What follows belongs to an exercise in optimizing a design on an open flow for small area; a production flow would make more cautious choices.
Function was checked by simulation only, so behaviour that the tests miss may differ from the original.
No activity file was given, so power comes from the tool's default toggle rates.

Design dac8734_spi, start of the top module:
module dac8734_spi (
    input  wire        clk,
    input  wire        reset,
    input  wire [31:0] spi_config_in,
    input  wire        spi_config_selected,
    input  wire [31:0] spi_data_in,
    input  wire        spi_data_selected,
    input  wire        sdi,
    output wire        busy,
    output wire [31:0] spi_data_out,
    output wire        data_write,
    output wire        io_out,
    output wire        io_oe,
    output wire        sck,
    output wire [7:0]  cs
);
localparam [3:0] IDLE0      = 4'b0000,
                 IDLE       = 4'b0010,
                 WAIT0      = 4'b0100,
                 WAIT       = 4'b0110,
                 LOW        = 4'b1000,
                 HIGH       = 4'b1100,
                 LAST_HIGH  = 4'b1110,
                 LAST_LOW   = 4'b1010,
                 EXTEND_LOW = 4'b1001;
reg [3:0] state;
reg       lsb_first, slave_en, end_spi, cspol, cpol, cpha;
reg [7:0] cs_val;
reg [4:0] length;
  ...
==> flow/config.mk <==
export PLATFORM = sky130hd
export DESIGN_NAME = dac8734_spi
export DESIGN_NICKNAME = dac8734_spi
export VERILOG_FILES = /design/flow/design.v
export SDC_FILE = /design/flow/constraint.sdc
export NUM_CORES = 4
export LEC_CHECK = 0
export ABC_AREA = 1
export CAP_MARGIN = 20
export CORE_MARGIN = 2
export CORE_UTILIZATION = 40
export SLEW_MARGIN = 20
==> flow/constraint.sdc <==
create_clock -name core_clock -period 10.0 [get_ports {clk}]
set_input_delay 2.0000 -clock core_clock [delete_from_list [all_inputs] [get_ports {clk}]]
set_output_delay 2.0000 -clock core_clock [all_outputs]
set_load 0.01 [all_outputs]
standard.sh (not shown) runs the stock make flow with config.mk's settings and CLKGATE_MAP_FILE= SYNTH_SCRIPT=/design/flow/synth_recipe.tcl, a recipe that flattens the netlist after the stock synthesis.
==> flow/flow/run.sh <==
#!/bin/bash
# Own layout flow: the standard ORFS flow (standard.sh, unchanged synthesis),
# with smaller port buffers and a leaner clock tree, set through the ORFS
# variables BUFFER_PORTS_ARGS and CTS_ARGS. Each tool's output goes to its own
# log file here; ORFS's per-step logs stay under orfs/logs/.
set -euo pipefail
source flow/knobs.sh
bash standard.sh > standard.log 2>&1
==> flow/flow/knobs.sh <==
export BUFFER_PORTS_ARGS="-buffer_cell sky130_fd_sc_hd__buf_1"
export CTS_ARGS="-sink_clustering_enable -repair_clock_nets -dont_use_dummy_load -buf_list {sky130_fd_sc_hd__clkbuf_4 sky130_fd_sc_hd__clkbuf_8} -root_buf sky130_fd_sc_hd__clkbuf_8"
The first run went through all stages and came out clean.
==> next run, changes <==
==> flow/flow/knobs.sh (replaced) <==
export BUFFER_PORTS_ARGS="-buffer_cell sky130_fd_sc_hd__buf_1"
export CTS_ARGS="-sink_clustering_enable -repair_clock_nets -dont_use_dummy_load -buf_list sky130_fd_sc_hd__clkbuf_4 -root_buf sky130_fd_sc_hd__clkbuf_8 -sink_clustering_size 24 -sink_clustering_max_diameter 80"
Outcome: Wire length stays the same. Hold slack is unchanged. Design area stays the same. Die area is unchanged. Worst setup slack is unchanged. Sequential share of layout area stays the same. Power is unchanged. Clock-buffer cell count stays the same. Core utilization does not change.
==> next run, changes <==
==> flow/flow/knobs.sh (replaced) <==
export BUFFER_PORTS_ARGS="-buffer_cell sky130_fd_sc_hd__buf_1"
export CTS_ARGS="-sink_clustering_enable -repair_clock_nets -dont_use_dummy_load -buf_list sky130_fd_sc_hd__clkbuf_16 -root_buf sky130_fd_sc_hd__clkbuf_16 -sink_clustering_size 30"
What happened: Worst hold slack degrades by 0.0039 ns. Cell area is higher by 1.9%. Via count barely changes. Non-clock buffer count is unchanged.
==> next run, changes <==
==> flow/flow/knobs.sh (replaced) <==
export BUFFER_PORTS_ARGS="-buffer_cell sky130_fd_sc_hd__buf_1"
export CTS_ARGS="-sink_clustering_enable -repair_clock_nets -dont_use_dummy_load -buf_list sky130_fd_sc_hd__clkbuf_4 -root_buf sky130_fd_sc_hd__clkbuf_8"
Routed wire length barely changes.
Core utilization is lower by 0.89 points.
First-iteration DRC count is lower by roughly a tenth.
Final cell count stays the same.

* * *

Another version of the RTL of dac8734_spi (not shown whole).
Size in the first run: roughly 540 cells after synthesis, about 110 I/O pins, about 5600 um2 of cells after synthesis.
export LEC_CHECK = 0
export CAP_MARGIN = 20
export CORE_MARGIN = 2
export CORE_UTILIZATION = 40
export SLEW_MARGIN = 20
create_clock -name core_clock -period 10.0 [get_ports {clk}]
==> flow/flow/knobs.sh <==
export BUFFER_PORTS_ARGS="-buffer_cell sky130_fd_sc_hd__buf_1"
export CTS_ARGS="-sink_clustering_enable -repair_clock_nets -dont_use_dummy_load"
Scripts as last shown in full above: flow/flow/run.sh
The first run finished clean.
Then changed:
==> flow/run.sh (new file) <==
#!/bin/bash
# synth_recipe.tcl (not shown) runs the flow's synth.tcl, then flattens the netlist and writes it again
# the make line also repeats each setting of config.mk as NAME=value (left out here)
make -C /OpenROAD-flow-scripts/flow DESIGN_CONFIG=/design/flow/config.mk WORK_HOME=/design/flow/orfs CLKGATE_MAP_FILE= SYNTH_SCRIPT=/design/flow/synth_recipe.tcl finish
removed: flow/flow/run.sh
removed: flow/flow/knobs.sh
removed: flow/standard.sh
The changed run finished clean.
Utilization went up by 5.7 points.
Final area went up by roughly a tenth.
Via count is about the same.
Sequential share of layout area went down by 4.6 points.
Wire length went up by a few percent.
Final cell count went up slightly.
Then changed:
==> flow/flow/run.sh (new file) <==
#!/bin/bash
# Own layout flow: the standard ORFS flow (standard.sh, unchanged synthesis),
# with smaller port buffers and a leaner clock tree, set through the ORFS
# variables BUFFER_PORTS_ARGS and CTS_ARGS. Each tool's output goes to its own
# log file here; ORFS's per-step logs stay under orfs/logs/.
set -euo pipefail
source flow/knobs.sh
bash standard.sh > standard.log 2>&1
==> flow/flow/knobs.sh (new file) <==
export BUFFER_PORTS_ARGS="-buffer_cell sky130_fd_sc_hd__buf_1"
export CTS_ARGS="-sink_clustering_enable -repair_clock_nets -dont_use_dummy_load -buf_list sky130_fd_sc_hd__clkbuf_4 -root_buf sky130_fd_sc_hd__clkbuf_8"
==> flow/standard.sh (new file) <==
#!/bin/bash
# synth_recipe.tcl (not shown) runs the flow's synth.tcl, then flattens the netlist and writes it again
# the make line also repeats each setting of config.mk as NAME=value (left out here)
make -C /OpenROAD-flow-scripts/flow DESIGN_CONFIG=/design/flow/config.mk WORK_HOME=/design/flow/orfs CLKGATE_MAP_FILE= SYNTH_SCRIPT=/design/flow/synth_recipe.tcl "${@:-finish}"
removed: flow/run.sh
The new run finished with timing, DRC and antenna clean.
Wire length drops by a few percent.
Clock skew goes up by 22 ps.
Via count went down slightly.
Core utilization came out lower by 7.8 points.
Then changed:
==> flow/flow/knobs.sh (replaced) <==
export BUFFER_PORTS_ARGS="-buffer_cell sky130_fd_sc_hd__buf_1"
export CTS_ARGS="-sink_clustering_enable -repair_clock_nets -dont_use_dummy_load -buf_list sky130_fd_sc_hd__clkbuf_8 -sink_clustering_size 40 -sink_clustering_max_diameter 100"
Outcome: Global-route usage came out higher by 0.11 points. Total power came out higher by about 7%. Routed wire length came out higher by 0.44%.

* * *

== rev 12 ==
dac8734_spi, a different RTL version from the one above (not shown whole).
Size in the first run: about 600 cells after synthesis, about 94 flip-flops, ~4600 um^2 of cells after synthesis.
Design dac8734_spi, start of the top module:
module dac8734_spi (
    input  wire        clk,
    input  wire        reset,
    input  wire [31:0] spi_config_in,
    input  wire        spi_config_selected,
    input  wire [31:0] spi_data_in,
    input  wire        spi_data_selected,
    input  wire        sdi,
    output wire        busy,
    output wire [31:0] spi_data_out,
    output wire        data_write,
    output wire        io_out,
    output wire        io_oe,
    output wire        sck,
    output wire [7:0]  cs
);
==> flow/config.mk <==
export PLATFORM = sky130hd
export DESIGN_NAME = dac8734_spi
export DESIGN_NICKNAME = dac8734_spi
export VERILOG_FILES = /design/flow/design.v
export SDC_FILE = /design/flow/constraint.sdc
export NUM_CORES = 4
export LEC_CHECK = 0
export ABC_AREA = 1
export CAP_MARGIN = 20
export CORE_MARGIN = 2
export CORE_UTILIZATION = 40
export GPL_TIMING_DRIVEN = 0
export SLEW_MARGIN = 20
==> flow/constraint.sdc <==
create_clock -name core_clock -period 10.0 [get_ports {clk}]
set_input_delay 2.0000 -clock core_clock [delete_from_list [all_inputs] [get_ports {clk}]]
set_output_delay 2.0000 -clock core_clock [all_outputs]
set_load 0.01 [all_outputs]
==> flow/flow/run.sh <==
#!/bin/bash
# Own layout flow: the standard ORFS flow (standard.sh, unchanged synthesis),
# with smaller port buffers and a leaner clock tree, set through the ORFS
# variables BUFFER_PORTS_ARGS and CTS_ARGS. Each tool's output goes to its own
# log file here; ORFS's per-step logs stay under orfs/logs/.
set -euo pipefail
source flow/knobs.sh
bash standard.sh > standard.log 2>&1
==> flow/flow/knobs.sh <==
export BUFFER_PORTS_ARGS="-buffer_cell sky130_fd_sc_hd__buf_1"
export CTS_ARGS="-sink_clustering_enable -repair_clock_nets -dont_use_dummy_load -buf_list sky130_fd_sc_hd__clkbuf_4 -root_buf sky130_fd_sc_hd__clkbuf_8"
Modified inputs, rev 13 compared to rev 12
- GPL_TIMING_DRIVEN: 0 -> unset
### Flow results
Looking only at count of placed standard cells in the final layout, fillers left out, and setting everything else aside, the lower value of rev 12 and rev 13 goes to rev 13. Looking at via count of the first global-routing pass, rev 13 sits about 4.4% lower than rev 12 does. Rev 13 against rev 12: delay of the slowest cell on the worst path +110 ps; clock-cell share of area ~0 delta. Global-route usage, rev 12 and rev 13: larger value in rev 12.

* * *

Setup of run 1:
The RTL this note starts from:
==> flow/design.v <==
`timescale 1ns / 1ps
module dac8734_spi (
    input  wire        clk,
    input  wire        reset,
    input  wire [31:0] spi_config_in,
    input  wire        spi_config_selected,
    input  wire [31:0] spi_data_in,
    input  wire        spi_data_selected,
    input  wire        sdi,
    output wire        busy,
    output wire [31:0] spi_data_out,
    output wire        data_write,
    output wire        io_out,
    output wire        io_oe,
    output wire        sck,
    output wire [7:0]  cs
);
localparam [3:0] IDLE0      = 4'b0000,
                 IDLE       = 4'b0010,
                 WAIT0      = 4'b0100,
                 WAIT       = 4'b0110,
                 LOW        = 4'b1000,
                 HIGH       = 4'b1100,
                 LAST_HIGH  = 4'b1110,
                 LAST_LOW   = 4'b1010,
                 EXTEND_LOW = 4'b1001;
reg [3:0] state;
reg       lsb_first, slave_en, end_spi, cspol, cpol, cpha;
reg [7:0] cs_val;
reg [4:0] length;
reg [7:1] clk_div;
reg        busy_state;
reg        spi_start;
reg        data_load;
reg  [4:0] data_remain;
reg  [7:0] count;
reg        sdo;
reg [31:0] sr;
reg  [5:0] nbits;
reg        sck_buffer;
reg  [7:0] cs_buffer;
wire in_frame  = state[3];
wire init      = ~state[3] & state[1];
wire cs_next   = state[3] | state[2];
wire sck_next  = state[3] & state[2];
wire start     = init & spi_start;
wire rcpha     = cpha ^ slave_en;
wire count_end = (count == 8'h0);
reg [3:0] state_n;
reg       data_load_n;
always @(*) begin
    state_n     = state;
    data_load_n = 1'b0;
    case (state)
        IDLE0, IDLE: begin
            if (start) begin
                state_n     = rcpha ? EXTEND_LOW : LOW;
                data_load_n = ~rcpha;
            end else begin
                state_n     = IDLE;
            end
        end
        WAIT0, WAIT: begin
            if (start) begin
                state_n     = rcpha ? EXTEND_LOW : LOW;
                data_load_n = ~rcpha;
            end else begin
                state_n     = WAIT;
            end
        end
        LOW: if (count_end) begin
            state_n     = (data_remain == 5'h0) ? LAST_HIGH : HIGH;
            data_load_n = rcpha;
        end
        HIGH: if (count_end) begin
            state_n     = LOW;
            data_load_n = ~rcpha;
        end
        LAST_HIGH: if (count_end) begin
            state_n     = LAST_LOW;
            data_load_n = ~rcpha & ~slave_en;
        end
        LAST_LOW: if (count_end) begin
            state_n     = end_spi ? IDLE0 : WAIT0;
        end
        EXTEND_LOW: if (count_end) begin
            state_n     = LOW;
        end
        default: ;
    endcase
end
wire load_sr = ~in_frame & ~start & (init | ~busy_state);
integer i;
reg [31:0] rx_mask;
always @(*)
    for (i = 0; i < 32; i = i + 1)
        rx_mask[i] = lsb_first ? (nbits > i) : (nbits > 31 - i);
always @(posedge clk) begin
    if (reset) begin
        state      <= IDLE0;
        busy_state <= 1'b0;
        data_load  <= 1'b0;
        {lsb_first, slave_en, end_spi, cs_val, length, cspol, cpol, cpha, clk_div} <= 26'h0;
    end else begin
        state     <= state_n;
        data_load <= data_load_n;
        if (~in_frame)
            busy_state <= start | (spi_data_selected & ~state[2]);
        if (spi_config_selected & ~busy_state)
            {lsb_first, slave_en, end_spi, cs_val, length, cspol, cpol, cpha, clk_div} <=
                {spi_config_in[31:29], spi_config_in[23:1]};
    end
end
always @(posedge clk) begin
    spi_start <= spi_data_selected & ~busy_state;
    if (~in_frame)
        data_remain <= length;
    else if (state == HIGH && count_end)
        data_remain <= data_remain - 5'h1;
    if (in_frame & ~count_end)
        count <= count - 8'h1;
    else
        count <= {1'b0, clk_div} - 8'h1;
    if (load_sr)
        for (i = 0; i < 32; i = i + 1)
            sr[i] <= spi_data_in[31 - i];
    else if (data_load)
        sr <= lsb_first ? {sr[30:0], sdi} : {sdi, sr[31:1]};
    sck_buffer <= sck_next ^ cpol;
    cs_buffer  <= ~({8{cspol}} ^ ({8{cs_next}} & cs_val));
end
always @(posedge clk) begin
    if (reset | init) begin
        sdo   <= 1'b0;
        nbits <= 6'h0;
    end else if (data_load) begin
        sdo   <= ~nbits[5] & (lsb_first ? sr[31] : sr[0]);
        nbits <= nbits + 6'h1;
    end
end
assign busy         = busy_state;
assign spi_data_out = sr & rx_mask;
assign data_write   = slave_en & ~state[3] & ~state[1] & (state[2] | busy_state);
assign io_out       = sdo;
assign io_oe        = ~slave_en;
assign sck          = sck_buffer;
assign cs           = cs_buffer;
endmodule
Settings: LEC_CHECK=0, ABC_AREA=1, CAP_MARGIN=20, CORE_MARGIN=2, CORE_UTILIZATION=65, SLEW_MARGIN=20; clock period 10.0 ns.
Scripts as last shown in full above: flow/flow/run.sh, flow/flow/knobs.sh
Run 1: no failed stages, no open violations at the end
Inputs modified between run 1 and run 2:
- changing CORE_UTILIZATION from 65 to 40
==> run notes <==
Run 2 finished end to end and its layout was clean on timing, DRC and antenna. Relative to run 1, the sequential share of layout area of run 2 is lower by 0.47 points. Measured against run 1, the die area of run 2 comes out at 1.6 times the reference value. The met3 track demand over resource in global routing number comes out lower for run 1 vs run 2. Looking at post-layout instance count excluding filler cells, run 2 sits above run 1.
Modified inputs, run 3 compared to run 2
- a deleted ABC_AREA that had been 1
On run 3: met2 track utilization from global routing is 3.3 points lower than what run 2 gave. | setup violation total in the final timing report | run 2 vs run 3 | ≈ equal |. The fraction of the mapped netlist area in compound gates of run 3 is higher than that of run 2. From run 2 to run 3 the numbers moved as follows: wire length on met2 went down by 300 um, first-pass iteration count of the detailed router went up by 2, combinational power went down by 48%. In the reports for run 2 and run 3, the smaller synthesized netlist net count belongs to run 3. Relative to run 2, routed wire length has gone up in run 3. Comparing run 2 against run 3, there is no change at all in number of hold violations in the final report. Between run 2 and run 3, the non-clock buffer count is higher for run 3. On run 3: proportion of power drawn by the clock network is 4.9 points higher than what run 2 gave.

## separate check: timing with driven ports
In the flow no input, the clock included, has a driving cell. The finished layouts below were timed again as built, in two steps.
Step 1 sets driving cells, clkbuf_16 on the clock port and buf_2 on the other inputs (assumed; they add their load-dependent delay and slew).
Step 2 adds t to the input delays and takes it off the output delays; t is the mean of the earliest and latest rising clock arrival at the registers after step 1. Input paths then give back, and output paths get back, about the clock's delay inside the block.
a / b / c = no drivers / after step 1 / after step 2; a / b = the first two.
run | t, ns | setup WS [ns] | latest minus earliest clock arrival (ns) | worst data-port slew with drivers (ns) | pins driven straight from the clock port
the first run of note 1 | 0.384 | 5.369 / 5.339 / 5.722 | 0.023 / 0.023 | 0.04 | 1
the second run of note 1 | 0.384 | 5.369 / 5.339 / 5.722 | 0.023 / 0.023 | 0.04 | 1
the third run of note 1 | 0.370 | 5.433 / 5.398 / 5.768 | 0.013 / 0.012 | 0.04 | 1
the fourth run of note 1 | 0.384 | 5.369 / 5.339 / 5.722 | 0.023 / 0.023 | 0.04 | 1
the first run of note 2 | 0.447 | 6.404 / 6.404 / 6.404 | 0.014 / 0.013 | 0.06 | 1
the second run of note 2 | 0.452 | 6.147 / 6.107 / 6.281 | 0.012 / 0.011 | 0.06 | 1
the third run of note 2 | 0.426 | 6.389 / 6.389 / 6.389 | 0.032 / 0.032 | 0.06 | 1
the fourth run of note 2 | 0.462 | 6.540 / 6.506 / 6.652 | 0.020 / 0.020 | 0.06 | 1
rev 12 | 0.379 | 5.638 / 5.605 / 5.983 | 0.027 / 0.027 | 0.05 | 1
rev 13 | 0.385 | 4.959 / 4.926 / 5.311 | 0.017 / 0.017 | 0.05 | 1
run 1 | 0.371 | 5.355 / 5.324 / 5.695 | 0.029 / 0.028 | 0.03 | 1
run 2 | 0.388 | 5.696 / 5.667 / 6.054 | 0.030 / 0.031 | 0.04 | 1
run 3 | 0.413 | 5.339 / 5.305 / 5.719 | 0.038 / 0.039 | 0.05 | 1
After both steps setup and hold are still met in every run listed.
